Context: an optimization exercise on an open-source flow, tuned for small area. The choices shown serve that exercise and are no tape-out recipe.
The RTL was checked by simulation tests, not by an equivalence proof against the original design.
Power and IR drop assume default switching activity.

==> flow/design.v (excerpt) <==
module accel (
   input                clk,
   input                rst,
   input        [15:0]  data_x,
   input        [15:0]  data_y,
   input        [15:0]  data_z,
   input                select,    
   input                grab,      
   output       [6:0]   HEX0,
   output       [6:0]   HEX1,
   output       [6:0]   HEX2,
   output       [6:0]   HEX3,
   output       [6:0]   HEX4,
   output       [6:0]   HEX5,
   output       [9:0]   LEDR,
   output               servo_x,   
   output               servo_y,   
   output               servo_z,   
   output               servo_g    
   );
wire [19:0] counter;
wire [6:0] step;
wire [4:0] blk;
wire tick, sample, romstep;
clock_divider timebase (
    .clk(clk), .rst(rst), .c(counter), .b(step), .a(blk),
    .tick500(tick), .sample(sample), .romstep(romstep));
wire [11:0] bx, by;
bcd conv_x (.v(data_x), .d(bx));
bcd conv_y (.v(data_y), .d(by));
reg [9:0] mag_z;
reg any;
integer i;
always @(*) begin
    any = 1'b0;
    for (i = 0; i < 10; i = i + 1) begin
        mag_z[i] = data_z[i] ^ (data_z[15] & any);
        any = any | data_z[i];
    end
end
reg [11:0] dig_x;    
reg        signx;
reg [7:0]  dig_y;    
reg [9:0]  led_z;    
always @(posedge clk) begin
    if (rst) begin
        dig_x <= 12'd0;
        signx <= 1'b0;
        dig_y <= 8'd0;
        led_z <= 10'd0;
    end
    else if (sample) begin
        dig_x <= bx;
        signx <= data_x[15];
        dig_y <= by[11:4];
        led_z <= mag_z;
    end
end
seg7 s0 (.in(dig_x[3:0]),  .display(HEX0));
seg7 s1 (.in(dig_x[7:4]),  .display(HEX1));
seg7 s2 (.in(dig_x[11:8]), .display(HEX2));
seg7 s4 (.in(dig_y[3:0]),  .display(HEX4));
seg7 s5 (.in(dig_y[7:4]),  .display(HEX5));
assign HEX3 = {1'b1, signx, signx, signx, 2'b00, signx};
assign LEDR = led_z;
pwm control (
    .clk(clk), .rst(rst), .select(select), .grab(grab),
    .tick(tick), .sample(sample), .romstep(romstep), .counter(counter),
  ...
clock: 25.0 ns
lec_check: 0
cap_margin: 20
core_margin: 2
core_utilization: 40
slew_margin: 20
standard.sh (not shown) runs the stock make flow with config.mk's settings and CLKGATE_MAP_FILE= SYNTH_SCRIPT=/design/flow/synth_recipe.tcl, a recipe that flattens the netlist after the stock synthesis.
==> flow/flow/run.sh <==
#!/bin/bash
# Layout flow: the standard ORFS flow (standard.sh) with three changes
# that only affect how small the layout comes out:
#  - synthesis is the standard flow's own script, except that ABC maps the logic with an
#    area recipe (flow/area.abc: deepsyn, choices, area mapping);
#  - every port still gets a buffer, but the smallest one (buf_1);
#  - clock tree: clkbuf_8 buffers, clusters of at most 14 sinks, no dummy
#    loads.
# Each tool's full output goes to the ORFS logs and to flow.log here.
set -euo pipefail
WORK=$PWD

# synth_recipe.tcl with ABC's -script argument pointed at flow/area.abc
{
    echo 'proc abc {args} {'
    echo '    set i [lsearch -exact $args -script]'
    echo "    if {\$i >= 0} { lset args [expr {\$i + 1}] {$WORK/flow/area.abc} }"
    echo '    yosys abc {*}$args'
    echo '}'
    cat "$WORK/synth_recipe.tcl"
} > "$WORK/flow_synth.tcl"

bash "$WORK/standard.sh" \
    "SYNTH_SCRIPT=$WORK/flow_synth.tcl" \
    "BUFFER_PORTS_ARGS=-buffer_cell sky130_fd_sc_hd__buf_1" \
    "CTS_ARGS=-sink_clustering_enable -repair_clock_nets -dont_use_dummy_load -buf_list sky130_fd_sc_hd__clkbuf_4 -sink_clustering_size 10 -sink_clustering_max_diameter 50" \
    finish > "$WORK/flow.log" 2>&1
==> flow/flow/area.abc <==
strash
&get -n
&deepsyn -T 60
&dch -f
&nf -R 1000 -p -F 8 -A 8 -E 100
&put
topo
Next try:
--- a/flow/flow/run.sh
+++ b/flow/flow/run.sh
@@ -26 +26 @@
-    "CTS_ARGS=-sink_clustering_enable -repair_clock_nets -dont_use_dummy_load -buf_list sky130_fd_sc_hd__clkbuf_4 -sink_clustering_size 10 -sink_clustering_max_diameter 50" \
+    "CTS_ARGS=-sink_clustering_enable -repair_clock_nets -dont_use_dummy_load -buf_list sky130_fd_sc_hd__clkbuf_8 -sink_clustering_size 20 -sink_clustering_max_diameter 40" \
Outcome:
- total power grows by a few percent
- die area does not change
- utilization grows by 0.72 points
- cell area grows slightly
- combinational power stays flat
- final cell count is about the same
- sequential cell count is unchanged
- sequential share of layout area shrinks by 0.57 points
- worst setup slack loses 47 ps
- clock power grows by well over a third

port drivers added, routing unchanged:
The results above use ideal ports. As a check the final layouts listed here were re-extracted and re-timed, cells and wires unchanged. Step 1 (the two cells are an assumption about what drives the block):
set clk [get_ports {clk}]
set_driving_cell -lib_cell sky130_fd_sc_hd__clkbuf_16 $clk
set_driving_cell -lib_cell sky130_fd_sc_hd__buf_2 [delete_from_list [all_inputs] $clk]
Step 2 adds t to the input delays and takes it off the output delays; t is the mean of the earliest and latest rising clock arrival at the registers after step 1. Input paths then give back, and output paths get back, about the clock's delay inside the block. Three values: ideal ports, drivers, drivers and shift; two values: the first two.
run | t, ns | slack for setup (ns) | worst slew at a driven data input, ns
the first run | 0.705 | 11.760 / 11.775 / 11.071 | 0.07
the second run | 0.617 | 11.713 / 11.732 / 11.115 | 0.07
After both steps setup and hold are still met in every run listed. For the first run, which loses most, drivers alone change the setup slack by +0.015 ns; drivers and shift together by -0.689 ns.
